This design comes from an exercise in tuning for small area, a short achievable clock period and few clock cycles per item on the open sky130 flow, not from production work.
In this exercise RTL edits were held to simulation tests only and were not proved equivalent to the original.
Power figures rest on the tool's default switching activity, not on a simulated workload.

==> flow/design.v (outline; a module is shown in full before it is edited, if it fits) <==
// module binary_adder: 5 lines
// module adder_subtracter: 27 lines
// module mux2: 6 lines
// module sb16: 36 lines
// module ROM1: 15 lines
// module ROM2: 24 lines
// module mask_d: 45 lines
// module ACC: 133 lines
// module top_ALU: 32 lines
// module addressb: 54 lines
// module fau: 336 lines
// module inversion_rom: 21 lines
// module inversion_new: 145 lines
// module instruction_decoder: 71 lines
// module scalarconv_tnaf: 570 lines
// module scalarconv_top: 42 lines
// module processor: 93 lines
// module program_rom: 94 lines
// module ecsm_fsm: 222 lines
// module ecsm_processor: 24 lines
module ecsm_processor(clk, rst, en_ecsm, done_ecsm, addr, doutb, dina, wea);
  // ...
==> flow/run.sh <==
#!/bin/bash
# synth_recipe.tcl (not shown) runs the flow's synth.tcl, then flattens the netlist and writes it again
# the make line also repeats each setting of config.mk as NAME=value (left out here)
make -C /OpenROAD-flow-scripts/flow DESIGN_CONFIG=/design/flow/config.mk WORK_HOME=/design/flow/orfs CLKGATE_MAP_FILE= SYNTH_SCRIPT=/design/flow/synth_recipe.tcl finish
==> flow/config.mk <==
export PLATFORM = sky130hd
export DESIGN_NAME = ecsm_processor
export DESIGN_NICKNAME = ecsm_processor
export VERILOG_FILES = /design/flow/design.v
export SDC_FILE = /design/flow/constraint.sdc
export NUM_CORES = 4
export LEC_CHECK = 0
export ABC_AREA = 1
export CAP_MARGIN = 20
export CORE_MARGIN = 2
export CORE_UTILIZATION = 40
export SLEW_MARGIN = 20
==> flow/constraint.sdc <==
create_clock -name core_clock -period 10.0 [get_ports {clk}]
set_input_delay 2.0000 -clock core_clock [delete_from_list [all_inputs] [get_ports {clk}]]
set_output_delay 2.0000 -clock core_clock [all_outputs]
set_load 0.01 [all_outputs]
==> qor_table.md, run 1 <==
| Metric | This run | Unit |
| --- | --- | --- |
| GRT Overall Usage | 0.271 | - |
| # Post-CTS Setup Buffers | 0 | - |
| Source of the worst hold timing path | i_processor.FU.gs1[0] | - |
| Non-clock buffer total of the final layout | 89 | - |
| Count leader, synth | nand2_1 | - |
| Type of destination of the critical path | register | - |
| Weighted congestion at the end of routability-driven global placement | 1.01 | - |
| Flops & latches, synth | 423 | - |
| Actual transition at the worst max-transition pin | 1180 | ps |
| Mux share of post-synthesis cell area | 0.000620 | - |
| Tmin final | 5330 | ps |
| Flop pwr share | 0.317 | - |
| Class of the most critical hold timing path | reg -> reg | - |
| Largest net degree at the start of global routing | 52 | - |
| Endpoint of the worst hold-timing path | i_processor.FU.gs2[0] | - |
| Count of standard-cell rows | 104 | - |
| Critical path type | reg -> reg | - |
| Insertion delay of the later-clocked pin in the worst-skew pair | 660 | ps |
| Power per standard cell area | 170 | nW/µm² |
| Top sig layer | met5 | - |
| Number of placed instances with taps included | 5954 | - |
| Total of clock buffers placed in the layout | 69 | - |
| Routed vias | 33321 | - |
| Met1 layer usage reported by global route | 0.388 | - |
| Area of combinational cells with multiple inputs | 20200 | µm² |
| Count of flip-flops with a built-in enable after synthesis | 73 | - |
| Rel. slew slack | 0.203 | - |
| Fraction of the mapped netlist area in compound gates | 0.165 | - |
| Worst reg2reg endpoint | i_processor.address_r[7] | - |
| Main combinational cell family by area after synthesis | simple AND/OR/NAND/NOR gates | - |
| Sum of met3 wire segment lengths after detailed routing | 9920 | µm |
| Max stage delay on crit path | 700 | ps |
| Vertical die dimension | 288 | µm |
| Power Clock | 1.93 | mW |
| Result of the run | timing/DRC/antenna clean | - |
| Area fraction of the dominant cell type after synthesis | 0.217 | - |
| Post-layout power | 6.03 | mW |
| Buffers plus inverters on the worst setup path | 5 | - |
Testbench counts, summed over its fixed seeds: cycles 8,978,804, items 12.
==> run 2: changes to the inputs <==
--- a/flow/config.mk
+++ b/flow/config.mk
@@ -11,2 +11,3 @@
 export CORE_UTILIZATION = 40
+export SETUP_SLACK_MARGIN = 5
 export SLEW_MARGIN = 20
==> run 2 against run 1 <==
Effect of this change:
- synthesized cell count unchanged
- still clean on timing, DRC and antenna
- via count up 0.74%
- sequential power about the same
- maximum frequency is 14% higher
- clock skew shrank 0.58 ps
- routed wire length rose by 0.66%
- first-iteration DRC count is 0.82% lower
- combinational power about the same
- non-clock buffer count rose by 19
==> qor_table.md, run 2 <==
| Metric | This run | Unit | vs previous |
| --- | --- | --- | --- |
| Result of the run | timing/DRC/antenna clean | - | unchanged |
| Rel. slew slack | 0.249 | - | was 0.203 |
| Critical path type | in -> reg | - | was reg -> reg |
| Post-synthesis sequential area ratio | 0.285 | - | unchanged |
| CTS buffer count | 52 | - | unchanged |
| CTS clk-pin slew, worst paths | 60 | ps | about the same |
| DIE WIDTH | 288 | µm | unchanged |
| Cell at the root of the clock tree | clkbuf_16 | - | unchanged |
| Setup TNS after final layout | 0 | ps | unchanged |
| Setup repair after global routing missed its margin | true | - | was false |
| Number of global-route vias before repair | 30482 | - | was 30477 |
| Routed vias | 33566 | - | was 33321 |
| Number of placed instances with taps included | 5954 | - | unchanged |
| Library cell with the largest summed area after synthesis | dfxtp_1 | - | unchanged |
| Synth Instances | 4995 | - | unchanged |
| Number of nets in the layout | 5093 | - | was 5072 |
| Flops & latches, synth | 423 | - | unchanged |
| Drt via density | 5.53 | - | was 5.51 |
| Post-synth design cell area | 32300 | µm² | unchanged |
| CTS H-tree depth | 2 | - | unchanged |
| Final HPWL from detailed placement | 84600 | µm | unchanged |
| Share of synthesized registers carrying an async set or reset | 0 | - | unchanged |
| Count of standard-cell rows | 104 | - | unchanged |
| Die Area | 83000 | µm² | unchanged |
| Worst slack, placed | 4540 | ps | unchanged |
| Worst EP required | 10560 | ps | was 10510 ps |
| Warnings, synthesis | 15 | - | unchanged |
| P&R area growth vs syn | 11.3 | % | was 9.75% |
| Initial antenna violation count | 3 | - | unchanged |
| Source of the worst hold timing path | i_processor.FU.gs1[0] | - | unchanged |
| Post-synth net total | 5119 | - | unchanged |
| Initial Util | 0.403 | - | unchanged |
| Largest net degree at the start of global routing | 52 | - | unchanged |
| Type of destination of the critical path | register | - | unchanged |
| Leading post-synthesis cells by instance count | nand2_1, nor2_1, inv_1 | - | unchanged |
| Cell types with the largest area share after synthesis | dfxtp_1, nand2_1, edfxtp_1 | - | unchanged |
| First-pass GRT wire length | 178000 | µm | about the same |
| Number of library cell types mapped by synthesis | 59 | - | unchanged |
| Count of flip-flops with a built-in enable after synthesis | 73 | - | unchanged |
| Total of max-cap violations | 0 | - | unchanged |
| Worst clock skew | 72.1 | ps | was 72.7 ps |
| Worst-path fanout max | 25 | - | was 13 |
| Worst IR drop on VDD | 0.209 | mV | was 0.208 mV |
| WL per Instance | 19.2 | µm | was 19.1 µm |
| GRT Overall Usage | 0.271 | - | unchanged |
| DRC violations left | 0 | - | unchanged |
| LEAKAGE | 15.3 | nW | was 15.2 nW |
| I/O pin cnt | 45 | - | unchanged |
| Insertion delay of the later-clocked pin in the worst-skew pair | 660 | ps | about the same |
| Number of detailed-route iterations in the first pass | 6 | - | unchanged |
| Biggest regs | i_processor.FU.acc_e: 31 flops, i_processor.FU.acc_o: 31 flops | - | unchanged |
| Weighted congestion at the end of routability-driven global placement | 1.01 | - | unchanged |
| GRT Residual Overflow | 0 | - | unchanged |
| Clk sink count | 423 | - | unchanged |
| Maximum clock frequency | 214 | MHz | was 188 MHz |
| Class of the most critical hold timing path | reg -> reg | - | unchanged |
| Most common cell after layout, fill and taps aside | nand2_1 | - | unchanged |
| WP data arrival | 5240 | ps | was 5850 ps |
| Setup crit start kind | primary input | - | was register |
| Area of combinational cells with multiple inputs | 20500 | µm² | was 20200 µm² |
| Count of filler cells inserted in the layout | 8512 | - | was 8576 |
| Clock tree from TritonCTS | done | - | unchanged |
| Tmin final | 4680 | ps | was 5330 ps |
| Number of buffers inserted by port buffering | 44 | - | unchanged |
| Number of standard cells in the layout, taps in and fillers out | 6074 | - | was 6052 |
| Highest-count cells in the layout ignoring fill and taps | nand2_1, inv_1, nor2_1 | - | was nand2_1, nor2_1, inv_1 |
| DRC marker count from the first detailed-route iteration | 3396 | - | was 3424 |
| Clock tree buffer depth | 3 | - | unchanged |
| Launching element of the worst setup path | doutb[2] | - | was i_processor.SC.SC.state[4] |
| Final Worst Setup Slack | 5320 | ps | was 4670 ps |
| Final-layout worst hold slack | 407 | ps | about the same |
| Area fraction of the dominant cell type after synthesis | 0.217 | - | unchanged |
| Hold_buf cts | 0 | - | unchanged |
| Actual transition at the worst max-transition pin | 1110 | ps | was 1180 ps |
| Count of endpoints failing hold in the final timing report | 0 | - | unchanged |
| Final setup violation count | 0 | - | unchanged |
| Vertical die dimension | 288 | µm | unchanged |
| Period Utilization, post-route | 0.468 | - | was 0.533 |
| Area of all sequential standard cells | 9220 | µm² | was 9200 µm² |
| DRT Wirelength | 117000 | µm | was 116000 µm |
| Post-route antenna net violation count | 0 | - | unchanged |
| Fraction of layout cells with a size suffix above 1 | 0.0619 | - | was 0.0453 |
| Max Slew Vio Count | 0 | - | unchanged |
| Count leader, synth | nand2_1 | - | unchanged |
| Dominant register cell in the synthesized netlist | dfxtp_1 | - | unchanged |
| Placeable core area | 80200 | µm² | unchanged |
| Post-synthesis average cell area | 6.46 | µm² | unchanged |
| Power per standard cell area | 168 | nW/µm² | was 170 nW/µm² |
| Reg-to-reg critical path startpoint | i_processor.SC.SC.state[5] | - | was i_processor.SC.SC.state[4] |
-- run 2: final cells by class --
type / count / share of cell area
Timing Repair Buffer: 108 / 0.0262
Antenna cell: 2 / 0.000139
Clock inverter: 28 / 0.00808
Timing Repair inverter: 1 / 0.000209
Sequential cell: 423 / 0.256
Clock buffer: 69 / 0.0403
Multi-Input combinational cell: 3793 / 0.570
Inverter: 590 / 0.0622
Tap cell: 1060 / 0.0369
-- run 2: power by group --
group | total (mW) | switching (mW) | internal [mW]
registers | 1.91 | 0.0702 | 1.84
logic | 2.20 | 1.56 | 0.640
clock network | 1.93 | 0.821 | 1.11
-- run 2: worst paths after layout --
kind,to,slack [ps],cells past startpoint
worst min-delay path,i_processor.FU.gs2[0],410,2
worst max-delay path,i_processor.FU.dina[0],5320,12
worst max register to register,i_processor.address_r[6],5370,32
worst min register to register,i_processor.FU.gs2[0],410,2
-- run 2: cells by family (layout without fill, tap and decap cells) --
| logic type | count (synthesis) | after routing | synth area share |
|---|---|---|---|
| AO/OA/AOI/OAI | 919 | 919 | 0.165 |
| XOR/XNOR | 437 | 437 | 0.119 |
| adder cells (fa/ha/maj) | 105 | 105 | 0.0419 |
| buffers and inverters | 780 | 796 | 0.0915 |
| flip-flops | 423 | 423 | 0.285 |
| multiplexers | 2 | 2 | 0.000620 |
| other | 0 | 2 | 0 |
| AND/OR/NAND/NOR | 2329 | 2330 | 0.298 |
-- run 2: metal layers --
| metal | vias up | wire length [µm] | track usage |
|---|---|---|---|
| met2 | 1511 | 50300 | 0.419 |
| met4 | 2 | 3570 | 0.0823 |
| li1 | 16237 | - | - |
| met3 | 243 | 10200 | 0.0417 |
| met5 | - | 13 | 0 |
| met1 | 15573 | 52500 | 0.387 |
-- run 2: worst max-delay path: stages --
cell and delay [ps]:
clkdlybuf4s50_1 450, buf_4 360, clkinv_1 420, nand2_1 160
a31oi_1 260, xnor2_1 230, xor2_1 180, o2111ai_1 330
nor2_1 70, nor2_1 170, o21ai_0 330, a31oi_1 250
-- run 2: through the flow --
stage,util,cell area [µm²],total power [mW]
6_report,0.448,35900,6.04
5_1_grt,0.448,35900,6.37
4_1_cts,0.442,35400,6.00
3_5_place_dp,0.420,33700,4.06
3_3_place_gp,0.420,33700,4.10
2_1_floorplan,-,32300,3.41
-- run 2: timing repair --
| action | CTS | global route |
|---|---|---|
| resized for setup | 8 | 92 |
| pin swaps | 0 | 10 |
| buffers inserted | 0 | 19 |
| endpoints found under the hold margin | 0 | 0 |
| gates cloned | 0 | 2 |
| setup endpoints to repair | 8 | 32 |
==> run 3: changes to the inputs <==
--- a/flow/config.mk
+++ b/flow/config.mk
@@ -10,3 +10,3 @@
 export CORE_MARGIN = 2
-export CORE_UTILIZATION = 40
+export CORE_UTILIZATION = 60
 export SETUP_SLACK_MARGIN = 5
==> run 3 against run 2 <==
Effect of this change:
- cell count fell by 6.3%
- critical path depth rose by 1
- cell area fell by 1.9%
- die area fell by 33%
- register-to-register slack got worse by 90 ps
- largest cell class unchanged
- non-clock buffer count fell by 1
- setup slack got worse by 140 ps
- maximum frequency fell by 2.9%
- flip-flop and latch count did not move
==> qor_table.md, run 3 <==
| Metric | This run | Unit | vs previous |
| --- | --- | --- | --- |
| Result of the run | timing/DRC/antenna clean | - | unchanged |
| Post-synth net total | 5119 | - | unchanged |
| Power per standard cell area | 168 | nW/µm² | about the same |
| Clock power share | 0.315 | - | was 0.319 |
| Warnings, synthesis | 15 | - | unchanged |
| Final Worst Setup Slack | 5190 | ps | was 5320 ps |
| Count leader, synth | nand2_1 | - | unchanged |
| Final setup violation count | 0 | - | unchanged |
| Share of synthesized registers carrying an async set or reset | 0 | - | unchanged |
| Switch share | 0.395 | - | was 0.406 |
| DRT Wirelength | 111000 | µm | was 117000 µm |
| Clock tree buffer depth | 3 | - | unchanged |
| Clk sink count | 423 | - | unchanged |
| CTS clk-pin slew, worst paths | 60 | ps | about the same |
| Count of endpoints failing hold in the final timing report | 0 | - | unchanged |
| Worst-path fanout max | 21 | - | was 25 |
| Highest-count cells in the layout ignoring fill and taps | nand2_1, inv_1, nor2_1 | - | unchanged |
| Post-route antenna net violation count | 0 | - | unchanged |
| Setup TNS after final layout | 0 | ps | unchanged |
| Max Slew Vio Count | 0 | - | unchanged |
| Post-synthesis average cell area | 6.46 | µm² | unchanged |
| Max stage delay on crit path | 1120 | ps | was 450 ps |
| Insertion delay of the later-clocked pin in the worst-skew pair | 620 | ps | was 660 ps |
| Post-synth design cell area | 32300 | µm² | unchanged |
| Final-layout worst hold slack | 409 | ps | was 407 ps |
| Final HPWL from detailed placement | 80600 | µm | was 84600 µm |
| Internal Dissipation | 3.57 | mW | was 3.59 mW |
| Switching power total | 2.34 | mW | was 2.45 mW |
| Worst IR drop on VDD | 0.349 | mV | was 0.209 mV |
| Rel. slew slack | 0.246 | - | was 0.249 |
| First-pass GRT wire length | 172000 | µm | was 178000 µm |
| Setup repair after global routing missed its margin | true | - | unchanged |
| LEAKAGE | 15.3 | nW | about the same |
| Kind of cell adding the most delay to the critical path | buffers and inverters | - | unchanged |
| DRC violations left | 0 | - | unchanged |
| Number of detailed-route iterations in the first pass | 7 | - | was 6 |
| Worst slack, placed | 4590 | ps | was 4540 ps |
| Weighted congestion at the end of routability-driven global placement | 1.05 | - | was 1.01 |
| Cells on Worst Hold Path | 2 | - | unchanged |
| Endpoint of the worst hold-timing path | i_processor.FU.gs2[0] | - | unchanged |
| Setup crit start kind | primary input | - | unchanged |
| Largest net degree at the start of global routing | 52 | - | unchanged |
| Die Area | 55700 | µm² | was 83000 µm² |
| FF-to-FF path depth | 16 | - | was 32 |
| DRC marker count from the first detailed-route iteration | 4221 | - | was 3396 |
| Post-synthesis sequential area ratio | 0.285 | - | unchanged |
| Count of flip-flops with a built-in enable after synthesis | 73 | - | unchanged |
| Critical path type | in -> reg | - | unchanged |
| Critical Path Most Common Cell | nand2_1 | - |  |
| Cell types with the largest area share after synthesis | dfxtp_1, nand2_1, edfxtp_1 | - | unchanged |
| Total of max-cap violations | 0 | - | unchanged |
| Source of the worst hold timing path | i_processor.FU.gs1[0] | - | unchanged |
| WP data arrival | 5290 | ps | was 5240 ps |
| Initial antenna violation count | 2 | - | was 3 |
| Maximum clock frequency | 208 | MHz | was 214 MHz |
| Worst clock skew | 19.8 | ps | was 72.1 ps |
| Library cell with the largest summed area after synthesis | dfxtp_1 | - | unchanged |
| Reg-to-reg critical path startpoint | i_processor.IN.state[0] | - | was i_processor.SC.SC.state[5] |
| Ant. Diodes | 0 | - | was 2 |
| GRT Residual Overflow | 0 | - | unchanged |
| Area of all sequential standard cells | 9220 | µm² | about the same |
| Number of global-route vias before repair | 31088 | - | was 30482 |
| Area of combinational cells with multiple inputs | 20300 | µm² | was 20500 µm² |
| Worst EP required | 10470 | ps | was 10560 ps |
| Buffers plus inverters on the worst setup path | 3 | - | unchanged |
| Hold_buf cts | 0 | - | unchanged |
| Number of buffers inserted by port buffering | 44 | - | unchanged |
| Area fraction of the dominant cell type after synthesis | 0.217 | - | unchanged |
| Class of the most critical hold timing path | reg -> reg | - | unchanged |
| CTS H-tree depth | 2 | - | unchanged |
| Drt via density | 5.97 | - | was 5.53 |
| CTS buffer count | 48 | - | was 52 |
| Flops & latches, synth | 423 | - | unchanged |
| WL per Instance | 19.5 | µm | was 19.2 µm |
| Number of library cell types mapped by synthesis | 59 | - | unchanged |
| Count of standard-cell rows | 84 | - | was 104 |
| Worst reg2reg endpoint | i_processor.FU.dina[5] | - | was i_processor.address_r[6] |
| Cell breakdown of the critical path | clkdlybuf4s50_1 -> nand2_1 -> xnor2_1 -> xnor2_1 -> xor2_1 -> xor2_1 -> inv_1 -> nor2_1 -> nand2_1 -> nand2_1 -> inv_1 -> o21ai_0 -> a31oi_1 | - | was clkdlybuf4s50_1 -> buf_4 -> clkinv_1 -> nand2_1 -> a31oi_1 -> xnor2_1 -> xor2_1 -> o2111ai_1 -> nor2_1 -> nor2_1 -> o21ai_0 -> a31oi_1 |
| Initial Util | 0.610 | - | was 0.403 |
| Period Utilization, post-route | 0.481 | - | was 0.468 |
| Type of destination of the critical path | register | - | unchanged |
| Tmin final | 4810 | ps | was 4680 ps |
| Leading post-synthesis cells by instance count | nand2_1, nor2_1, inv_1 | - | unchanged |
| GRT Overall Usage | 0.385 | - | was 0.271 |
| Cell at the root of the clock tree | clkbuf_16 | - | unchanged |
| Dominant register cell in the synthesized netlist | dfxtp_1 | - | unchanged |
| Most common cell after layout, fill and taps aside | nand2_1 | - | unchanged |
| P&R area growth vs syn | 9.22 | % | was 11.3% |
| DIE WIDTH | 236 | µm | was 288 µm |
| Reg-to-reg slack, setup | 5280 | ps | was 5370 ps |
| I/O pin cnt | 45 | - | unchanged |
| Fraction of layout cells with a size suffix above 1 | 0.0560 | - | was 0.0619 |
| Actual transition at the worst max-transition pin | 1130 | ps | was 1110 ps |
| Number of nets in the layout | 5088 | - | was 5093 |
| Synth Instances | 4995 | - | unchanged |
| Slowest stage cell on the critical path | clkdlybuf4s50_1 | - | unchanged |
| Count of filler cells inserted in the layout | 4889 | - | was 8512 |
| Routed vias | 33986 | - | was 33566 |
| Clock tree from TritonCTS | done | - | unchanged |
| Combinational group share of total power | 0.362 | - | was 0.364 |
| Vertical die dimension | 236 | µm | was 288 µm |
| Flop pwr share | 0.323 | - | was 0.317 |
| Placeable core area | 52900 | µm² | was 80200 µm² |
| Biggest regs | i_processor.FU.acc_e: 31 flops, i_processor.FU.acc_o: 31 flops | - | unchanged |
-- run 3: worst max-delay path by stage --
stage | from | to | slack [ps] | cells past startpoint
finish | doutb[14] | i_processor.FU.dina[5] | 5190 | 13
global route | i_processor.SC.SC.state[1] | i_processor.address_r[7] | 4860 | 37
CTS | i_processor.SC.SC.state[3] | i_processor.address_r[7] | 5020 | 34
detailed placement | doutb[0] | i_processor.ALU.AL.CL[15] | 4590 | 20
global placement | doutb[0] | i_processor.ALU.AL.CL[15] | 4700 | 20
floorplan | doutb[7] | i_processor.FU.dina[9] | 5830 | 16
-- run 3: tightest hold or removal path: stages (launching register included) --
cell,delay [ps]
dfxtp_1,300
inv_1,40
nor2_1,30
-- run 3: cells by family after synthesis --
kind of cell | share of synthesized area
compound gates | 0.165
xor+xnor | 0.119
fa+ha+maj | 0.0419
buf+inv | 0.0915
flops | 0.285
mux | 0.000620
simple gates | 0.298
-- run 3: layer usage --
layer | routed length, µm | up-vias | global-route usage
met3 | 13000 | 392 | 0.0857
met2 | 47600 | 1975 | 0.592
met1 | 45000 | 15390 | 0.518
met5 | 25 | - | 0
li1 | - | 16225 | -
met4 | 5210 | 4 | 0.167
-- run 3: power by group through the flow --
stage	clock network, mW	logic, mW	registers (mW)
2_1_floorplan	0	1.49	1.92
3_3_place_gp	0	2.05	1.94
3_5_place_dp	0	2.04	1.94
4_1_cts	1.87	2.05	1.91
5_1_grt	1.93	2.36	1.92
6_report	1.86	2.14	1.91
-- run 3: layout make-up --
type                            count  share of cell area
Multi-Input combinational cell   3794               0.577
Sequential cell                   423               0.262
Clock buffer                       65              0.0388
Timing Repair Buffer              107              0.0271
Inverter                          590              0.0633
Clock inverter                     25             0.00749
Tap cell                          688              0.0244
-- run 3: repair_timing --
action | CTS | global route
buffers inserted | 0 | 20
gates cloned | 0 | 2
resized for setup | 8 | 69
pin swaps | 0 | 12
endpoints found under the setup margin | 4 | 28
-- run 3: through the flow --
step / utilization / total power, mW / instances / cell area, µm²
floorplan: - / 3.41 / 4995 / 32300
global placement: 0.627 / 3.99 / 5579 / 33200
detailed placement: 0.627 / 3.99 / 5579 / 33200
CTS: 0.659 / 5.83 / 5669 / 34800
global route: 0.667 / 6.21 / 5692 / 35200
finish: 0.667 / 5.91 / 5692 / 35200
==> run 4: changes to the inputs <==
--- a/flow/config.mk
+++ b/flow/config.mk
@@ -7,7 +7,7 @@
 export LEC_CHECK = 0
-export ABC_AREA = 1
+export ABC_AREA = 0
+export ABC_CLOCK_PERIOD_IN_PS = 3500
 export CAP_MARGIN = 20
 export CORE_MARGIN = 2
-export CORE_UTILIZATION = 60
-export SETUP_SLACK_MARGIN = 5
+export CORE_UTILIZATION = 40
 export SLEW_MARGIN = 20
==> run 4 against run 3 <==
Effect of this change:
- first-iteration DRC count shrank 33%
- combinational power increased by 4%
- sequential share of layout area is 0.25 points lower
- synthesized area rose by 1.4%
- routed wire length fell by 3.9%
- clock-buffer cell count grew 4
- via count shrank 12%
- largest power group unchanged
- highest routed layer is now met4
==> qor_table.md, run 4 <==
| Metric | This run | Unit | vs previous |
| --- | --- | --- | --- |
| CTS clk-pin slew, worst paths | 60 | ps | about the same |
| Count of filler cells inserted in the layout | 8106 | - | was 4889 |
| Post-synth design cell area | 32700 | µm² | was 32300 µm² |
| Number of detailed-route iterations in the first pass | 6 | - | was 7 |
| Clk sink count | 423 | - | unchanged |
| Type of destination of the critical path | register | - | unchanged |
| Flops & latches, synth | 423 | - | unchanged |
| LEAKAGE | 13.1 | nW | was 15.3 nW |
| Number of library cell types mapped by synthesis | 107 | - | was 59 |
| Initial antenna violation count | 1 | - | was 2 |
| Initial Util | 0.405 | - | was 0.610 |
| Die Area | 84100 | µm² | was 55700 µm² |
| Tmin final | 5930 | ps | was 4810 ps |
| Dominant register cell in the synthesized netlist | dfxtp_1 | - | unchanged |
| Period Utilization, post-route | 0.593 | - | was 0.481 |
| CTS buffer count | 50 | - | was 48 |
| # Post-CTS Setup Buffers | 0 | - | unchanged |
| Post-synthesis sequential area ratio | 0.281 | - | was 0.285 |
| WL per Instance | 20.5 | µm | was 19.5 µm |
| Final-layout worst hold slack | 424 | ps | was 409 ps |
| DRC marker count from the first detailed-route iteration | 2817 | - | was 4221 |
| Cells resized by post-CTS repair | 0 | - | was 8 |
| Leading post-synthesis cells by instance count | nand2_1, nor2_1, xnor2_1 | - | was nand2_1, nor2_1, inv_1 |
| Routed vias | 29947 | - | was 33986 |
| Insertion delay of the later-clocked pin in the worst-skew pair | 620 | ps | about the same |
| Post-synth net total | 4387 | - | was 5119 |
| Cell types with the largest area share after synthesis | dfxtp_1, xnor2_1, nand2_1 | - | was dfxtp_1, nand2_1, edfxtp_1 |
| WP data arrival | 6390 | ps | was 5290 ps |
| Cell breakdown of the critical path | nand2b_4 -> o22ai_1 -> a32o_2 -> nor3_1 -> a32oi_2 -> nand2_1 -> inv_1 -> nand2_1 -> nand3_1 -> a21oi_1 -> mux2i_1 -> fa_1 -> a21o_1 -> a21oi_1 -> nor2b_1 -> o21ai_0 -> nand2b_1 -> a311oi_1 -> a221oi_2 | - | was clkdlybuf4s50_1 -> nand2_1 -> xnor2_1 -> xnor2_1 -> xor2_1 -> xor2_1 -> inv_1 -> nor2_1 -> nand2_1 -> nand2_1 -> inv_1 -> o21ai_0 -> a31oi_1 |
| Rel. slew slack | 0.267 | - | was 0.246 |
| GRT Overall Usage | 0.246 | - | was 0.385 |
| Setup crit start kind | register | - | was primary input |
| Number of buffers inserted by port buffering | 44 | - | unchanged |
| Buffers plus inverters on the worst setup path | 1 | - | was 3 |
| Share of synthesized registers carrying an async set or reset | 0 | - | unchanged |
| Kind of cell adding the most delay to the critical path | compound AO/OA/AOI/OAI gates | - | was buffers and inverters |
| Actual transition at the worst max-transition pin | 1100 | ps | was 1130 ps |
| Maximum clock frequency | 169 | MHz | was 208 MHz |
| Vertical die dimension | 290 | µm | was 236 µm |
| Library cell with the largest summed area after synthesis | dfxtp_1 | - | unchanged |
| Clock tree from TritonCTS | done | - | unchanged |
| Area fraction of the dominant cell type after synthesis | 0.214 | - | was 0.217 |
| Setup repair after global routing missed its margin | false | - | was true |
| Worst EP required | 10460 | ps | was 10470 ps |
| Worst-path fanout max | 26 | - | was 21 |
| Fraction of layout cells with a size suffix above 1 | 0.0695 | - | was 0.0560 |
| I/O pin cnt | 45 | - | unchanged |
| Worst IR drop on VDD | 0.243 | mV | was 0.349 mV |
| Drt via density | 5.75 | - | was 5.97 |
| Final setup violation count | 0 | - | unchanged |
| Critical path type | reg -> reg | - | was in -> reg |
| Synth Instances | 4263 | - | was 4995 |
| Area post-placement | 33700 | µm² | was 33200 µm² |
| Number of nets in the layout | 4227 | - | was 5088 |
| Count of flip-flops with a built-in enable after synthesis | 73 | - | unchanged |
| Count leader, synth | nand2_1 | - | unchanged |
| Max stage delay on crit path | 920 | ps | was 1120 ps |
| Biggest regs | i_processor.FU.acc_e: 31 flops, i_processor.FU.acc_o: 31 flops | - | unchanged |
| Largest net degree at the start of global routing | 72 | - | was 52 |
| Most common cell after layout, fill and taps aside | nand2_1 | - | unchanged |
| Clock tree buffer depth | 3 | - | unchanged |
| GRT Residual Overflow | 0 | - | unchanged |
| Placeable core area | 80800 | µm² | was 52900 µm² |
| Warnings, synthesis | 15 | - | unchanged |
| Post-synthesis average cell area | 7.67 | µm² | was 6.46 µm² |
| CTS H-tree depth | 2 | - | unchanged |
| DRT Wirelength | 106000 | µm | was 111000 µm |
| DRC violations left | 0 | - | unchanged |
| Post-route antenna net violation count | 0 | - | unchanged |
| Result of the run | timing/DRC/antenna clean | - | unchanged |
| Total of max-cap violations | 0 | - | unchanged |
| Weighted congestion at the end of routability-driven global placement | 0.946 | - | was 1.05 |
| Hold_buf cts | 0 | - | unchanged |
| Final Util | 0.440 | - | was 0.667 |
| Cell at the root of the clock tree | clkbuf_16 | - | unchanged |
| Count of standard-cell rows | 104 | - | was 84 |
| Max Slew Vio Count | 0 | - | unchanged |
| Highest-count cells in the layout ignoring fill and taps | nand2_1, nor2_1, xnor2_1 | - | was nand2_1, inv_1, nor2_1 |
| Final HPWL from detailed placement | 74000 | µm | was 80600 µm |
| Class of the most critical hold timing path | reg -> reg | - | unchanged |
| Worst clock skew | 37.6 | ps | was 19.8 ps |
| Slowest stage cell on the critical path | dfxtp_1 | - | was clkdlybuf4s50_1 |
| Post-route cell area | 35500 | µm² | was 35200 µm² |
| Count of endpoints failing hold in the final timing report | 0 | - | unchanged |
| First-pass GRT wire length | 167000 | µm | was 172000 µm |
| Setup TNS after final layout | 0 | ps | unchanged |
| Power per standard cell area | 174 | nW/µm² | was 168 nW/µm² |
| Number of global-route vias before repair | 27924 | - | was 31088 |
| P&R area growth vs syn | 8.59 | % | was 9.22% |
| DIE WIDTH | 290 | µm | was 236 µm |
[run 4: changes by cell type after synthesis, sizes merged, moves of 47 or more]
cell / delta
clkbuf: +94
inv: -477
mux2: +61
mux2i: +107
nand2: -641
nand2b: +53
nand3: -174
nor2: -77
nor2b: +47
o21ai: -170
xnor2: +172
[run 4: report_power, final]
part | switching (mW) | total (mW) | internal [mW]
registers | 0.144 | 1.98 | 1.84
clock network | 0.801 | 1.96 | 1.16
logic | 1.44 | 2.22 | 0.785
[run 4: layout make-up]
type,instances,area (µm²),share of cell area
diodes,1,2.50,0.0000704
clock buffers,69,1530,0.0431
clock inverters,25,259,0.00729
inverters,104,390,0.0110
multi-input cells,3416,21900,0.616
flip-flops and latches,423,9200,0.259
well taps,1060,1330,0.0373
repair buffers,108,921,0.0259
[run 4: cells by family (layout without fill, tap and decap cells)]
group,after synthesis,count (layout),synth area share
AND/OR/NAND/NOR,1642,1642,0.226
AO/OA/AOI/OAI,900,900,0.182
XOR/XNOR,593,593,0.159
buffers and inverters,424,306,0.0512
flip-flops,423,423,0.281
multiplexers,176,176,0.0585
adder cells (fa/ha/maj),105,105,0.0413
other,0,1,0
[run 4: metal layers]
| metal | wire length [µm] | part of all wire | global-route usage | vias up |
|---|---|---|---|---|
| met4 | 3990 | 0.037 | 0.0904 | 0 |
| met3 | 7130 | 0.067 | 0.0299 | 184 |
| li1 | - | - | - | 14463 |
| met2 | 46500 | 0.44 | 0.381 | 1118 |
| met1 | 48900 | 0.46 | 0.349 | 14182 |
| met5 | 0 | 0 | 0 | - |
[run 4: path summary, 6_finish.rpt]
| path | slack (ps) | start | end | cells after the start |
|---|---|---|---|---|
| setup reg to reg | 4070 | i_processor.SC.SC.state[2] | i_processor.address_r[7] | 19 |
| setup / recovery | 4070 | i_processor.SC.SC.state[2] | i_processor.address_r[7] | 19 |
| hold reg to reg | 420 | i_processor.SC.SC.rst_d_carry | i_processor.ALU.AL.mskd.d_carry | 1 |
| hold / removal | 420 | i_processor.SC.SC.rst_d_carry | i_processor.ALU.AL.mskd.d_carry | 1 |
[run 4: through the flow]
stage	setup slack (ps)	total power [mW]	cells
5_1_grt	3500	6.51	5205
4_1_cts	4140	6.16	5205
2_1_floorplan	5360	3.58	4263
3_3_place_gp	4140	4.19	5111
3_5_place_dp	4080	4.18	5111
6_report	4070	6.16	5206
==> module inversion_new, before the edit <==
module inversion_new(clk, rst, done_primitive, 
							control_group3, done_inversion, 
							state, inv_rom_dout, count);
input clk, rst;
input done_primitive;	 
output [8:0] control_group3;
output done_inversion;		
output [2:0] state;
output [7:0] inv_rom_dout;
output [7:0] count;
wire [3:0] BasePtSel;
reg [1:0] Base_en, mode;
reg en_primitive;
reg [3:0] inv_rom_address;
wire [7:0] inv_rom_dout;
reg [7:0] count;
wire count_one, chain_end, inv_rom_dout_one;
reg [2:0] BasePtSel1;
reg inc_rom_address, count_init, count_dec;
reg [2:0] state, nextstate;
reg first_run;
inversion_rom	inv_rom(inv_rom_address, inv_rom_dout);
assign BasePtSel = {1'b0, BasePtSel1};
assign control_group3 = {BasePtSel, Base_en, mode, en_primitive};
always @(posedge clk)
begin
	if(rst)
		inv_rom_address <= 4'd0;
	else if(inc_rom_address)
		inv_rom_address <= inv_rom_address + 1'b1;
	else
		inv_rom_address <= inv_rom_address;
end
always @(posedge clk)
begin
	if(count_init)
		count <= inv_rom_dout;
	else if(count_dec)
		count <= count - 1'b1;
	else
		count <= count;
end		
assign count_one = (count==8'd1) ? 1'b1 : 1'b0;
assign chain_end = (inv_rom_address==4'd11) ? 1'b1 : 1'b0;
assign inv_rom_dout_one = (inv_rom_dout==4'd1) ? 1'b1 : 1'b0;
always @(posedge clk)
begin
	if(rst)
		state<=3'd0;
	else
		state<=nextstate;
end		
always @(posedge clk)
begin
	if(rst)
		first_run<=1'b1;
	else if(state==3'd5)
		first_run<=1'b0;
	else
		first_run<=first_run;
end		
always @(state or first_run or inv_rom_dout_one)
begin
	case(state)
	3'd0: begin  
				BasePtSel1<=3'd0; Base_en<=2'd0; mode<=2'd0; en_primitive<=1'b0;
				inc_rom_address<=1'b0; count_init<=1'b0; count_dec<=1'b0;
			end
	3'd1: begin  
				Base_en<=2'd1; mode<=2'd0; en_primitive<=1'b0;
				inc_rom_address<=1'b0; count_init<=1'b1; count_dec<=1'b0;
				if(first_run) BasePtSel1<=3'd6; else BasePtSel1<=3'd7;  
			end
	3'd2: begin  
				BasePtSel1<=3'd1; Base_en<=2'd0; mode<=2'd1; en_primitive<=1'b1;
				inc_rom_address<=1'b0; count_init<=1'b0; count_dec<=1'b0;
			end			
	3'd3: begin  
				BasePtSel1<=3'd1; Base_en<=2'd1; mode<=2'd1; en_primitive<=1'b0;
				inc_rom_address<=1'b0; count_init<=1'b0; count_dec<=1'b1;
			end			
	3'd4: begin  
				Base_en<=2'd2; mode<=2'd0; en_primitive<=1'b0;
				inc_rom_address<=1'b1; count_init<=1'b0; count_dec<=1'b0;
				if(inv_rom_dout_one) BasePtSel1<=3'd6; else BasePtSel1<=3'd7;
			end
	3'd5: begin  
				BasePtSel1<=3'd7; Base_en<=2'd0; mode<=2'd0; en_primitive<=1'b1;
				inc_rom_address<=1'b0; count_init<=1'b0; count_dec<=1'b0;
			end
	3'd6: begin  
				BasePtSel1<=3'd7; Base_en<=2'd0; mode<=2'd1; en_primitive<=1'b1;
				inc_rom_address<=1'b0; count_init<=1'b0; count_dec<=1'b0;
			end			
	3'd7: begin  
				BasePtSel1<=3'd1; Base_en<=2'd0; mode<=2'd0; en_primitive<=1'b0;
				inc_rom_address<=1'b0; count_init<=1'b0; count_dec<=1'b0;
			end
	default: begin  
				BasePtSel1<=3'd1; Base_en<=2'd0; mode<=2'd0; en_primitive<=1'b0;
				inc_rom_address<=1'b0; count_init<=1'b0; count_dec<=1'b0;
			end	
	endcase
end
always @(state or done_primitive or count_one or chain_end)
begin
	case(state)
	3'd0: nextstate<=3'd1;
	3'd1: begin
				if(chain_end & done_primitive)
					nextstate<=3'd6;
				else
					nextstate<=3'd2;
			end
	3'd2: begin
				if(done_primitive)
					nextstate<=3'd3;
				else
					nextstate<=3'd2;
			end		
	3'd3: begin
				if(count_one)
					nextstate<=3'd4;
				else
					nextstate<=3'd2;
			end		
	3'd4: nextstate<=3'd5;
	3'd5: begin
				if(done_primitive)
					nextstate<=3'd1;
				else
					nextstate<=3'd5;
			end
	3'd6: begin
				if(done_primitive)
					nextstate<=3'd7;
				else
					nextstate<=3'd6;			
			end
	3'd7: nextstate<=3'd7;
	default: nextstate<=3'd1;	
	endcase
end	
assign done_inversion = (state==3'd7) ? 1'b1 : 1'b0;
endmodule
==> run 5: changes to the inputs <==
--- a/flow/design.v
+++ b/flow/design.v
@@ -755,2 +755,3 @@
 reg first_run;
+reg pp;		 
 inversion_rom	inv_rom(inv_rom_address, inv_rom_dout);
@@ -789,2 +790,9 @@
 	if(rst)
+		pp<=1'b0;
+	else if(state==3'd3)
+		pp<=~pp;
+end
+always @(posedge clk)
+begin
+	if(rst)
 		first_run<=1'b1;
@@ -795,3 +803,3 @@
 end		
-always @(state or first_run or inv_rom_dout_one)
+always @*
 begin
@@ -808,3 +816,3 @@
 	3'd2: begin  
-				BasePtSel1<=3'd1; Base_en<=2'd0; mode<=2'd1; en_primitive<=1'b1;
+				BasePtSel1<=pp ? 3'd2 : 3'd1; Base_en<=2'd0; mode<=2'd1; en_primitive<=1'b1;
 				inc_rom_address<=1'b0; count_init<=1'b0; count_dec<=1'b0;
@@ -812,3 +820,3 @@
 	3'd3: begin  
-				BasePtSel1<=3'd1; Base_en<=2'd1; mode<=2'd1; en_primitive<=1'b0;
+				BasePtSel1<=pp ? 3'd2 : 3'd1; Base_en<=2'd1; mode<=2'd1; en_primitive<=1'b0;
 				inc_rom_address<=1'b0; count_init<=1'b0; count_dec<=1'b1;
--- a/flow/config.mk
+++ b/flow/config.mk
@@ -7,4 +7,3 @@
 export LEC_CHECK = 0
-export ABC_AREA = 0
-export ABC_CLOCK_PERIOD_IN_PS = 3500
+export ABC_AREA = 1
 export CAP_MARGIN = 20
@@ -12,2 +11,3 @@
 export CORE_UTILIZATION = 40
+export SETUP_SLACK_MARGIN = 5
 export SLEW_MARGIN = 20
==> run 5 against run 4 <==
Effect of this change:
- critical path type unchanged
- clock skew is 1.3 ps lower
- critical path depth is 13 higher
- utilization is 1.2 points higher
- setup slack better by 1200 ps
- sequential power is 3% lower
- synthesized cell count is 17% higher
- hold slack worse by 18 ps
- first-iteration DRC count is 24% higher
- global-route usage is 2.4 points higher
- non-clock buffer count is 21 higher
==> qor_table.md, run 5 <==
| Metric | This run | Unit | vs previous |
| --- | --- | --- | --- |
| Result of the run | timing/DRC/antenna clean | - | unchanged |
| Setup repair after global routing missed its margin | true | - | was false |
| Buffers plus inverters on the worst setup path | 6 | - | was 1 |
| CTS buffer count | 52 | - | was 50 |
| Worst-path fanout max | 12 | - | was 26 |
| Cell at the root of the clock tree | clkbuf_16 | - | unchanged |
| DRT Wirelength | 115000 | µm | was 106000 µm |
| CTS H-tree depth | 2 | - | unchanged |
| Actual transition at the worst max-transition pin | 1180 | ps | was 1100 ps |
| Fraction of layout cells with a size suffix above 1 | 0.0677 | - | was 0.0695 |
| Post-route antenna net violation count | 0 | - | unchanged |
| GRT Residual Overflow | 0 | - | unchanged |
| Worst clock skew | 36.3 | ps | was 37.6 ps |
| Maximum clock frequency | 212 | MHz | was 169 MHz |
| Cell types with the largest area share after synthesis | dfxtp_1, nand2_1, edfxtp_1 | - | was dfxtp_1, xnor2_1, nand2_1 |
| Post-synthesis sequential area ratio | 0.284 | - | was 0.281 |
| Final Worst Setup Slack | 5290 | ps | was 4070 ps |
| Period Utilization, post-route | 0.471 | - | was 0.593 |
| First-pass GRT wire length | 178000 | µm | was 167000 µm |
| Flops & latches, synth | 424 | - | was 423 |
| Type of destination of the critical path | register | - | unchanged |
| Total of max-cap violations | 0 | - | unchanged |
| Final setup violation count | 0 | - | unchanged |
| P&R area growth vs syn | 11.7 | % | was 8.59% |
| Critical path type | reg -> reg | - | unchanged |
| I/O pin cnt | 45 | - | unchanged |
| Synth Instances | 4994 | - | was 4263 |
| LEAKAGE | 15.6 | nW | was 13.1 nW |
| Slowest stage cell on the critical path | dfxtp_2 | - | was dfxtp_1 |
| Placeable core area | 80400 | µm² | was 80800 µm² |
| Worst slack, placed | 4550 | ps | was 4080 ps |
| Number of library cell types mapped by synthesis | 74 | - | was 107 |
| Power per standard cell area | 172 | nW/µm² | was 174 nW/µm² |
| Count of filler cells inserted in the layout | 8321 | - | was 8106 |
| DRC violations left | 0 | - | unchanged |
| DRC marker count from the first detailed-route iteration | 3501 | - | was 2817 |
| Setup TNS after final layout | 0 | ps | unchanged |
| Share of synthesized registers carrying an async set or reset | 0 | - | unchanged |
| GRT Overall Usage | 0.269 | - | was 0.246 |
| Number of detailed-route iterations in the first pass | 10 | - | was 6 |
| Max stage delay on crit path | 460 | ps | was 920 ps |
| Highest-count cells in the layout ignoring fill and taps | nand2_1, inv_1, nor2_1 | - | was nand2_1, nor2_1, xnor2_1 |
| Final HPWL from detailed placement | 84000 | µm | was 74000 µm |
| Count of flip-flops with a built-in enable after synthesis | 73 | - | unchanged |
| Critical Path Most Common Cell | nand3_1 | - |  |
| Count of standard-cell rows | 104 | - | unchanged |
| Weighted congestion at the end of routability-driven global placement | 1.01 | - | was 0.946 |
| Drt via density | 5.48 | - | was 5.75 |
| Area fraction of the dominant cell type after synthesis | 0.216 | - | was 0.214 |
| Number of buffers inserted by port buffering | 44 | - | unchanged |
| Met1 layer usage reported by global route | 0.379 | - | was 0.349 |
| Vertical die dimension | 289 | µm | was 290 µm |
| WL per Instance | 18.9 | µm | was 20.5 µm |
| Clk sink count | 424 | - | was 423 |
| DIE WIDTH | 289 | µm | was 290 µm |
| Dominant register cell in the synthesized netlist | dfxtp_1 | - | unchanged |
| Rel. slew slack | 0.215 | - | was 0.267 |
| Setup crit start kind | register | - | unchanged |
| Count of endpoints failing hold in the final timing report | 0 | - | unchanged |
| Biggest regs | i_processor.FU.acc_e: 31 flops, i_processor.FU.acc_o: 31 flops | - | unchanged |
| Post-synth design cell area | 32500 | µm² | was 32700 µm² |
| Worst IR drop on VDD | 0.133 | mV | was 0.243 mV |
| Routing layer with the top usage in global route | met2 | - | unchanged |
| Met2 Use GR | 0.422 | - | was 0.381 |
| Post-synthesis average cell area | 6.51 | µm² | was 7.67 µm² |
| CTS clk-pin slew, worst paths | 60 | ps | about the same |
| Kind of cell adding the most delay to the critical path | simple AND/OR/NAND/NOR gates | - | was compound AO/OA/AOI/OAI gates |
| Number of nets in the layout | 5104 | - | was 4227 |
| Class of the most critical hold timing path | reg -> reg | - | unchanged |
| Library cell with the largest summed area after synthesis | dfxtp_1 | - | unchanged |
| Initial antenna violation count | 1 | - | unchanged |
| Leading post-synthesis cells by instance count | nand2_1, inv_1, nor2_1 | - | was nand2_1, nor2_1, xnor2_1 |
| Post-synth net total | 5120 | - | was 4387 |
| Initial Util | 0.404 | - | was 0.405 |
| Number of global-route vias before repair | 30651 | - | was 27924 |
| Max Slew Vio Count | 0 | - | unchanged |
| Count leader, synth | nand2_1 | - | unchanged |
| WP data arrival | 5250 | ps | was 6390 ps |
| GR met3 Demand/Resource | 0.0417 | - | was 0.0299 |
| Clock tree from TritonCTS | done | - | unchanged |
| Largest net degree at the start of global routing | 63 | - | was 72 |
| Worst EP required | 10540 | ps | was 10460 ps |
| Warnings, synthesis | 15 | - | unchanged |
| Final Util | 0.451 | - | was 0.440 |
| Most common cell after layout, fill and taps aside | nand2_1 | - | unchanged |
| Die Area | 83500 | µm² | was 84100 µm² |
| Clock tree buffer depth | 3 | - | unchanged |
| Tmin final | 4710 | ps | was 5930 ps |
| Ant. Diodes | 0 | - | was 1 |
| Insertion delay of the later-clocked pin in the worst-skew pair | 620 | ps | about the same |
| Routed vias | 33343 | - | was 29947 |
-- run 5: cell count changes after synthesis, moves of 47 or more --
cell      previous run  this run
xnor2_1            374       213
mux2_2              61         0
nand2b_1            52         0
o21ai_0            211       385
mux2i_1            109         0
nand2_1            619      1219
nor2b_1             47         0
nand3_1             83       228
inv_1              100       576
clkbuf_1           249       164
-- run 5: layout make-up --
cell class	instances	area [µm²]	share of cell area
clock inverter	32	423	0.0117
sequential	424	9240	0.255
tap	1060	1330	0.0365
clock buffer	65	1430	0.0395
timing repair buffer	129	1100	0.0302
inverter	599	2260	0.0624
multi-input combinational	3772	20500	0.565
-- run 5: kinds of logic (layout without fill, tap and decap cells) --
logic type,Yosys count,in the layout,share of synthesized area
xor+xnor,450,450,0.121
flops,424,424,0.284
buf+inv,801,825,0.0940
simple gates,2268,2271,0.291
fa+ha+maj,107,107,0.0424
compound gates,944,944,0.168
-- run 5: path summary, 6_finish.rpt --
| check | startpoint | endpoint | slack, ps | depth (start not counted) |
|---|---|---|---|---|
| worst min register to register | i_processor.SC.SC.mask_d_en | i_processor.ALU.AL.mskd.mask_d_en_delayed | 410 | 0 |
| worst min-delay path | i_processor.SC.SC.mask_d_en | i_processor.ALU.AL.mskd.mask_d_en_delayed | 410 | 0 |
| worst max-delay path | i_processor.SC.SC.state[4] | i_processor.address_r[6] | 5290 | 32 |
| worst max register to register | i_processor.SC.SC.state[4] | i_processor.address_r[6] | 5290 | 32 |
-- run 5: layer usage --
metal | part of all wire | up-vias
met5 | 0.00011 | -
met4 | 0.033 | 2
met3 | 0.086 | 283
met2 | 0.43 | 1542
met1 | 0.45 | 15288
li1 | - | 16228
-- run 5: metrics by stage --
| step | hold slack (ps) | instance area, µm² | power, mW | cells |
|---|---|---|---|---|
| floorplan | 376 | 32500 | 3.46 | 4994 |
| global placement | 402 | 33900 | 4.16 | 5947 |
| detailed placement | 401 | 33900 | 4.11 | 5947 |
| CTS | 409 | 35800 | 6.20 | 6046 |
| global route | 424 | 36300 | 6.58 | 6081 |
| finish | 407 | 36300 | 6.25 | 6081 |
-- run 5: repair_timing --
item                       in CTS  in global routing
gates cloned                    0                  3
pin swaps                       1                 13
setup endpoints to repair       4                 11
hold buffers                    0                  0
gates resized for setup        10                 72
buffers inserted                2                 31
-- run 5: power by group --
group | internal, mW | switching (mW)
sequential | 1.85 | 0.0771
clock | 1.25 | 0.824
combinational | 0.676 | 1.57
Testbench counts of run 5, summed over its fixed seeds: cycles 8,836,244, items 12.
==> run 6: changes to the inputs <==
==> flow/flow/run.sh (new file) <==
#!/bin/bash
set -euo pipefail
sed 's/SETUP_SLACK_MARGIN=5/SETUP_SLACK_MARGIN=6/' standard.sh > standard_m6.sh
grep -q 'SETUP_SLACK_MARGIN=6' standard_m6.sh
bash standard_m6.sh > standard.log 2>&1
==> flow/standard.sh (new file) <==
#!/bin/bash
# synth_recipe.tcl (not shown) runs the flow's synth.tcl, then flattens the netlist and writes it again
# the make line also repeats each setting of config.mk as NAME=value (left out here)
make -C /OpenROAD-flow-scripts/flow DESIGN_CONFIG=/design/flow/config.mk WORK_HOME=/design/flow/orfs CLKGATE_MAP_FILE= SYNTH_SCRIPT=/design/flow/synth_recipe.tcl "${@:-finish}"
removed: flow/run.sh
==> run 6 against run 5 <==
Effect of this change:
- global-route usage rose by 1.6 points
- sequential power is essentially flat
- combinational power increased by 6%
- synthesized cell count is the same
- routed wire length increased by 8.1%
- hold slack got worse by 1.6 ps
- critical endpoint unchanged
==> qor_table.md, run 6 <==
| Metric | This run | Unit | vs previous |
| --- | --- | --- | --- |
| Actual transition at the worst max-transition pin | 1110 | ps | was 1180 ps |
| Setup TNS after final layout | 0 | ps | unchanged |
| Tmin final | 4460 | ps | was 4710 ps |
| Cell at the root of the clock tree | clkbuf_16 | - | unchanged |
| Count of filler cells inserted in the layout | 8182 | - | was 8321 |
| Drt via density | 5.53 | - | was 5.48 |
| GRT Overall Usage | 0.286 | - | was 0.269 |
| Max Slew Vio Count | 0 | - | unchanged |
| Count of endpoints failing hold in the final timing report | 0 | - | unchanged |
| Number of standard cells in the layout, taps in and fillers out | 6168 | - | was 6081 |
| Cell types with the largest area share after synthesis | dfxtp_1, nand2_1, edfxtp_1 | - | unchanged |
| Ant. Diodes | 0 | - | unchanged |
| Source of the worst hold timing path | i_processor.FU.gs1[1] | - | was i_processor.SC.SC.mask_d_en |
| Number of nets in the layout | 5190 | - | was 5104 |
| Critical path depth in cells | 29 | - | was 32 |
| Share of synthesized registers carrying an async set or reset | 0 | - | unchanged |
| Synth Instances | 4994 | - | unchanged |
| Worst EP required | 10510 | ps | was 10540 ps |
| Total of max-cap violations | 0 | - | unchanged |
| Final HPWL from detailed placement | 85600 | µm | was 84000 µm |
| Slowest stage cell on the critical path | dfxtp_4 | - | was dfxtp_2 |
| Number of library cell types mapped by synthesis | 74 | - | unchanged |
| Post-synth design cell area | 32500 | µm² | unchanged |
| Rel. slew slack | 0.261 | - | was 0.215 |
| Class of the most critical hold timing path | reg -> reg | - | unchanged |
| DIE WIDTH | 289 | µm | unchanged |
| DRC violations left | 0 | - | unchanged |
| Placeable core area | 80400 | µm² | unchanged |
| Buffers plus inverters on the worst setup path | 5 | - | was 6 |
| Setup crit start kind | register | - | unchanged |
| CTS buffer count | 52 | - | unchanged |
| CTS clk-pin slew, worst paths | 60 | ps | about the same |
| Count of standard-cell rows | 104 | - | unchanged |
| Clock tree buffer depth | 3 | - | unchanged |
| Weighted congestion at the end of routability-driven global placement | 1.01 | - | about the same |
| Endpoint of the worst hold-timing path | i_processor.FU.gs2[1] | - | was i_processor.ALU.AL.mskd.mask_d_en_delayed |
| Initial antenna violation count | 2 | - | was 1 |
| Vertical die dimension | 289 | µm | unchanged |
| Reg-to-reg slack, setup | 5540 | ps | was 5290 ps |
| Type of destination of the critical path | register | - | unchanged |
| Biggest regs | i_processor.FU.acc_e: 31 flops, i_processor.FU.acc_o: 31 flops | - | unchanged |
| Area fraction of the dominant cell type after synthesis | 0.216 | - | unchanged |
| Leading post-synthesis cells by instance count | nand2_1, inv_1, nor2_1 | - | unchanged |
| Final setup violation count | 0 | - | unchanged |
| Final Util | 0.479 | - | was 0.451 |
| Flops & latches, synth | 424 | - | unchanged |
| Number of placed instances with taps included | 5949 | - | was 5947 |
| Highest-count cells in the layout ignoring fill and taps | nand2_1, inv_1, nor2_1 | - | unchanged |
| DRC marker count from the first detailed-route iteration | 3751 | - | was 3501 |
| Setup repair after global routing missed its margin | true | - | unchanged |
| Number of buffers inserted by port buffering | 44 | - | unchanged |
| Routed vias | 34113 | - | was 33343 |
| Worst reg2reg endpoint | i_processor.address_r[6] | - | unchanged |
| FF-to-FF path depth | 29 | - | was 32 |
| Warnings, synthesis | 15 | - | unchanged |
| Number of global-route vias before repair | 31339 | - | was 30651 |
| Number of detailed-route iterations in the first pass | 9 | - | was 10 |
| Worst IR drop on VDD | 0.199 | mV | was 0.133 mV |
| Post-synthesis sequential area ratio | 0.284 | - | unchanged |
| Max stage delay on crit path | 410 | ps | was 460 ps |
| Cells on Worst Hold Path | 2 | - | was 0 |
| Library cell with the largest summed area after synthesis | dfxtp_1 | - | unchanged |
| Insertion delay of the later-clocked pin in the worst-skew pair | 660 | ps | was 620 ps |
| Most common cell after layout, fill and taps aside | nand2_1 | - | unchanged |
| Critical path type | reg -> reg | - | unchanged |
| Post-route cell area | 38500 | µm² | was 36300 µm² |
| LEAKAGE | 16.5 | nW | was 15.6 nW |
| Maximum clock frequency | 224 | MHz | was 212 MHz |
| Area post-placement | 33900 | µm² | about the same |
| I/O pin cnt | 45 | - | unchanged |
| P&R area growth vs syn | 18.4 | % | was 11.7% |
| Clock tree from TritonCTS | done | - | unchanged |
| WL per Instance | 20.2 | µm | was 18.9 µm |
| WP data arrival | 4970 | ps | was 5250 ps |
| Kind of cell adding the most delay to the critical path | simple AND/OR/NAND/NOR gates | - | unchanged |
| Power per standard cell area | 163 | nW/µm² | was 172 nW/µm² |
| DRT Wirelength | 124000 | µm | was 115000 µm |
| Die Area | 83500 | µm² | unchanged |
| Count of flip-flops with a built-in enable after synthesis | 73 | - | unchanged |
| CTS H-tree depth | 2 | - | unchanged |
| Period Utilization, post-route | 0.446 | - | was 0.471 |
| Worst-path fanout max | 8 | - | was 12 |
| Dominant register cell in the synthesized netlist | dfxtp_1 | - | unchanged |
| Reg-to-reg critical path startpoint | i_processor.SC.SC.state[2] | - | was i_processor.SC.SC.state[4] |
| Worst clock skew | 61.8 | ps | was 36.3 ps |
| Post-route antenna net violation count | 0 | - | unchanged |
| Clk sink count | 424 | - | unchanged |
| Count leader, synth | nand2_1 | - | unchanged |
| GRT Residual Overflow | 0 | - | unchanged |
| Largest net degree at the start of global routing | 42 | - | was 63 |
| Fraction of layout cells with a size suffix above 1 | 0.117 | - | was 0.0677 |
| Post-synthesis average cell area | 6.51 | µm² | unchanged |
| First-pass GRT wire length | 187000 | µm | was 178000 µm |
| Initial Util | 0.404 | - | unchanged |
| Post-synth net total | 5120 | - | unchanged |
| Result of the run | timing/DRC/antenna clean | - | unchanged |
-- run 6: cell types whose count changed in the layout (fill, tap and decap cells not counted), moves of 22 or more --
cell	change
buf_4	+37
nand2_2	+29
nand2_1	-50
nand3_1	-22
nor2_4	+24
buf_12	+25
clkdlybuf4s50_1	-32
nor2_1	-33
-- run 6: power breakdown --
group	internal, mW	leakage, nW	switching (mW)
Clock	1.15	0.870	0.836
Combinational	0.752	12.0	1.62
Sequential	1.85	3.59	0.0769
-- run 6: area by class of cell --
type                    count  area (µm²)  share of cell area
clock buffers              70        1470              0.0382
multi-input cells        3770       21500               0.558
repair inverters            2        12.5            0.000325
inverters                 599        2300              0.0598
repair buffers            215        2350              0.0611
flip-flops and latches    424        9250               0.240
clock inverters            28         317             0.00823
well taps                1060        1330              0.0345
-- run 6: worst register-to-register path, delay by kind of cell (launching register included) --
kind | cells | cell delay, ps
compound gates | 5 | 850
fa+ha+maj | 2 | 730
buf+inv | 5 | 510
flops | 1 | 410
simple gates | 17 | 1870
-- run 6: metrics by stage --
step                power [mW]  hold WS [ps]  setup WS, ps
floorplan                 3.46           376          5920
global placement          4.18           402          4810
CTS                       6.15           412          5710
global route              6.60           426          5290
finish                    6.28           405          5540
detailed placement        4.12           409          4750
-- run 6: logic make-up after synthesis --
family	after synthesis	synth area share
compound gates	944	0.168
xor+xnor	450	0.121
simple gates	2268	0.291
fa+ha+maj	107	0.0424
flops	424	0.284
buf+inv	801	0.0940
-- run 6: metal layers --
metal,share of wire,track usage,up-vias
li1,-,-,16431
met2,0.43,0.441,1656
met4,0.039,0.0921,2
met5,0.00010,0,-
met3,0.093,0.0498,319
met1,0.44,0.403,15705
-- run 6: how the worst max path moves through the flow --
stage                                     from                         to  slack (ps)
floorplan           i_processor.SC.SC.state[1]   i_processor.address_r[6]        5920
global placement                      doutb[0]  i_processor.ALU.AL.CL[15]        4810
detailed placement                    doutb[0]  i_processor.ALU.AL.CL[15]        4750
CTS                 i_processor.SC.SC.state[3]   i_processor.address_r[6]        5710
global route        i_processor.SC.SC.state[2]   i_processor.address_r[6]        5290
finish              i_processor.SC.SC.state[2]   i_processor.address_r[6]        5540
-- run 6: what timing repair did --
action                     4_1_cts  5_1_grt
setup endpoints to repair       76       39
pin swaps                       71       50
buffers inserted                77       27
hold buffers                     0        0
cloned                           9        8
resized for setup              294      144

[re-timing with driven ports]
Ports are ideal in the flow. The routed layouts listed here were re-timed in OpenROAD. Step 1 assumes that a clkbuf_16 drives the clock port and a buf_2 every other input. Step 2 adds t to the input delays and takes it off the output delays; t is the mean of the earliest and latest rising clock arrival at the registers after step 1. Input paths then give back, and output paths get back, about the clock's delay inside the block. a / b / c = no drivers / after step 1 / after step 2; a / b = the first two.
run	t, ns	slack for setup (ns)	worst setup path at the end	slew at the worst register clock pin (ns)	worst slew at a driven data input, ns
run 1	0.692	4.669 / 4.669 / 4.455	input to register	0.07 / 0.07	0.04
run 2	0.693	5.323 / 5.360 / 4.667	input to register	0.07 / 0.07	0.04
run 3	0.675	5.186 / 5.212 / 4.537	input to register	0.07 / 0.07	0.05
run 4	0.675	4.071 / 4.071 / 4.071	register to register	0.07 / 0.07	0.04
run 5	0.665	5.288 / 5.288 / 4.805	input to register	0.07 / 0.07	0.06
run 6	0.703	5.536 / 5.536 / 5.469	input to register	0.07 / 0.07	0.09
After both steps setup and hold are still met in every run listed. The setup slack of run 2, which loses most, moves by +0.037 ns with the drivers and by -0.656 ns with both steps.
